Background: an optimization exercise with open tools, aiming at small area, a short achievable clock period and few clock cycles per item. Do not read the settings as production practice. In this exercise RTL edits were held to simulation tests only and were not proved equivalent to the original. Power figures rest on the tool's default switching activity, not on a simulated workload.

== run E ==
==> flow/design.v (excerpt) <==
module Multiplier
(
	input wire Clock,
	input wire Reset,
	input wire iValid_Data,
	input wire iAck,
	input wire [31:0] Data_A,
	input wire [31:0] Data_B,
	output wire oReady,
	output wire oDone,
	output wire [63:0] Prod
);
For scale: roughly 190 flip-flops, roughly 28000 sq um of cells after synthesis.
==> flow/config.mk <==
export PLATFORM = sky130hd
export DESIGN_NAME = Multiplier
export DESIGN_NICKNAME = Multiplier
export VERILOG_FILES = /design/flow/design.v
export SDC_FILE = /design/flow/constraint.sdc
export NUM_CORES = 4
export LEC_CHECK = 0
export CAP_MARGIN = 20
export CORE_MARGIN = 2
export CORE_UTILIZATION = 45
export SETUP_SLACK_MARGIN = 0.35
export SLEW_MARGIN = 20
export SYNTH_HIERARCHICAL = 1
export SYNTH_MINIMUM_KEEP_SIZE = 0
==> flow/constraint.sdc <==
create_clock -name core_clock -period 5.0 [get_ports {Clock}]
set_input_delay 1.0000 -clock core_clock [delete_from_list [all_inputs] [get_ports {Clock}]]
set_output_delay 1.0000 -clock core_clock [all_outputs]
set_load 0.01 [all_outputs]
standard.sh (not shown) runs the stock make flow with config.mk's settings and CLKGATE_MAP_FILE= SYNTH_SCRIPT=/design/flow/synth_recipe.tcl, a recipe that flattens the netlist after the stock synthesis.
==> flow/flow/run.sh <==
#!/bin/bash
# The standard layout (the standard.sh, standard synthesis included), except that the
# port buffers ORFS inserts at global placement are buf_2 cells instead of its default
# delay-cell choice, so the resizer can size them like any other buffer.
set -euo pipefail
bash standard.sh "BUFFER_PORTS_ARGS=-buffer_cell sky130_fd_sc_hd__buf_2" finish > flow_make.log 2>&1
Testbench counts of run E, summed over its fixed seeds: cycles 1,608, items 1,600.
What run A does differently from run E at the input level:
- swapping 45 for 55 in CORE_UTILIZATION
- Looking at slew at the pin closest to its max-slew limit, run A sits 390 ps lower than run E does.
- Last element of the critical path: Prod[35] -> run E, Prod[43] -> run A
- Run E → run A: routed length on met1 saw a decrease, wire length saw little to no change, global routing met3 resource utilization saw an increase, detailed route wirelength on metal3 saw an increase.
- Compared with run E, in run A setup slack climbed 39 ps, average detailed-routed wire length per instance went up by 5.6%, part of the cycle the worst path needs went down, cell area shows a reduction of about 0.7%.


Another version of the RTL of Multiplier (not shown whole).
Size in the first run: about 2600 cells after synthesis, roughly 190 flip-flops, about 130 I/O pins.
Design Multiplier, start of the top module:
module Multiplier
(
	input wire Clock,
	input wire Reset,
	input wire iValid_Data,
	input wire iAck,
	input wire [31:0] Data_A,
	input wire [31:0] Data_B,
	output wire oReady,
	output wire oDone,
	output wire [63:0] Prod
);
Settings: LEC_CHECK=0, CAP_MARGIN=20, CORE_MARGIN=2, CORE_UTILIZATION=55, SETUP_SLACK_MARGIN=0.35, SLEW_MARGIN=20, SYNTH_HIERARCHICAL=1, SYNTH_MINIMUM_KEEP_SIZE=0; clock period 5.0 ns.
Scripts as last shown in full above: flow/flow/run.sh
The baseline finished clean.
Testbench counts at the start, summed over its fixed seeds: cycles 1,608, items 1,600.
Then changed:
Settings changed: CAP_MARGIN 20 to 5, SLEW_MARGIN 20 to 5.
Outcome: The new run went through all stages and came out clean. Via count hardly moves. Synthesized area is unchanged. Routed wire length stays flat. Hold slack stays flat. Die area stays the same. Worst setup slack barely changes. Power is about the same. First-iteration DRC count goes down by a few percent. Count of clock-buffer cells in the layout is unchanged.
Then changed:
Settings changed: CAP_MARGIN 5 to 20, SETUP_SLACK_MARGIN 0.35 to 0.15, SLEW_MARGIN 5 to 20.
Wire length decreases slightly; core utilization goes down by 0.78 points; cell area falls slightly; hold slack is about the same; global-route usage came out lower by 0.77 points; count of clock-buffer cells in the layout goes up by 1; total power went down by a few percent.


Another version of the RTL of Multiplier (not shown whole).
For scale: roughly 2600 cells after synthesis, roughly 190 flip-flops, ~130 I/O pins, ~0.029 mm² of cells after synthesis.
Settings: LEC_CHECK=0, CAP_MARGIN=20, CORE_MARGIN=2, CORE_UTILIZATION=55, SETUP_SLACK_MARGIN=0.25, SLEW_MARGIN=20, SYNTH_HIERARCHICAL=1, SYNTH_MINIMUM_KEEP_SIZE=0; clock period 5.0 ns.
Scripts as last shown in full above: flow/flow/run.sh
Testbench counts at the start, summed over its fixed seeds: cycles 1,608, items 1,600.
Rerun with:
Settings changed: SETUP_SLACK_MARGIN 0.25 to 0.5.
Effect: Cell count barely changes. Critical path depth shrinks by 2. Sequential share of layout area shrinks by 0.44 points. Global-route usage hardly moves.


Multiplier with an RTL version that a note above also has.
For scale: about 130 I/O pins, about 28000 µm² of cells after synthesis.
export LEC_CHECK = 0
export CAP_MARGIN = 20
export CORE_MARGIN = 2
export CORE_UTILIZATION = 68
export SETUP_SLACK_MARGIN = 0.5
export SLEW_MARGIN = 20
export SYNTH_HIERARCHICAL = 1
export SYNTH_MINIMUM_KEEP_SIZE = 0
create_clock -name core_clock -period 5.0 [get_ports {Clock}]
Scripts as last shown in full above: flow/flow/run.sh
Testbench counts at the start, summed over its fixed seeds: cycles 1,608, items 1,600.
Change:
--- a/flow/config.mk
+++ b/flow/config.mk
@@ -8,5 +8,5 @@
 export CAP_MARGIN = 20
 export CORE_MARGIN = 2
-export CORE_UTILIZATION = 68
+export CORE_UTILIZATION = 55
 export SETUP_SLACK_MARGIN = 0.5
 export SLEW_MARGIN = 20
=> Count of clock-buffer cells in the layout rises by 1. Final cell count went up by a few percent. Synthesized cell count is unchanged.

-- port drivers added, routing unchanged --
No port has a modelled driver above. Below, the same layouts with a new extraction and two added sets of constraints.
Step 1 assumes that a clkbuf_16 drives the clock port and a buf_2 every other input.
Step 2 moves the port delays by t, midway between the first and last clock arrival at a register: inputs arrive t later, outputs are due t later. That takes back most of the time a late clock gives input paths.
Slacks: no drivers / after step 1 / after step 2; pairs: no drivers / after step 1.
run | shift t [ns] | setup slack, ns | worst setup path after step 2
run E | 0.579 | 0.383 / 0.322 / -0.072 | input to register
run A | 0.569 | 0.422 / 0.363 / 0.029 | input to register
the first run of note 2 | 0.562 | 0.384 / 0.320 / -0.028 | input to register
the second run of note 2 | 0.559 | 0.386 / 0.322 / -0.055 | input to register
the third run of note 2 | 0.568 | 0.205 / 0.142 / -0.100 | input to register
the first run of note 3 | 0.558 | 0.315 / 0.257 / -0.045 | input to register
the second run of note 3 | 0.545 | 0.522 / 0.492 / -0.053 | input to register
the first run of note 4 | 0.545 | 0.146 / 0.091 / -0.076 | input to register
the second run of note 4 | 0.557 | 0.521 / 0.457 / 0.114 | input to register
With both steps, setup timing fails in 7 of these runs, where it was met with ideal ports. The setup slack of the second run of note 3, which loses most, moves by -0.030 ns with the drivers and by -0.575 ns with both steps.
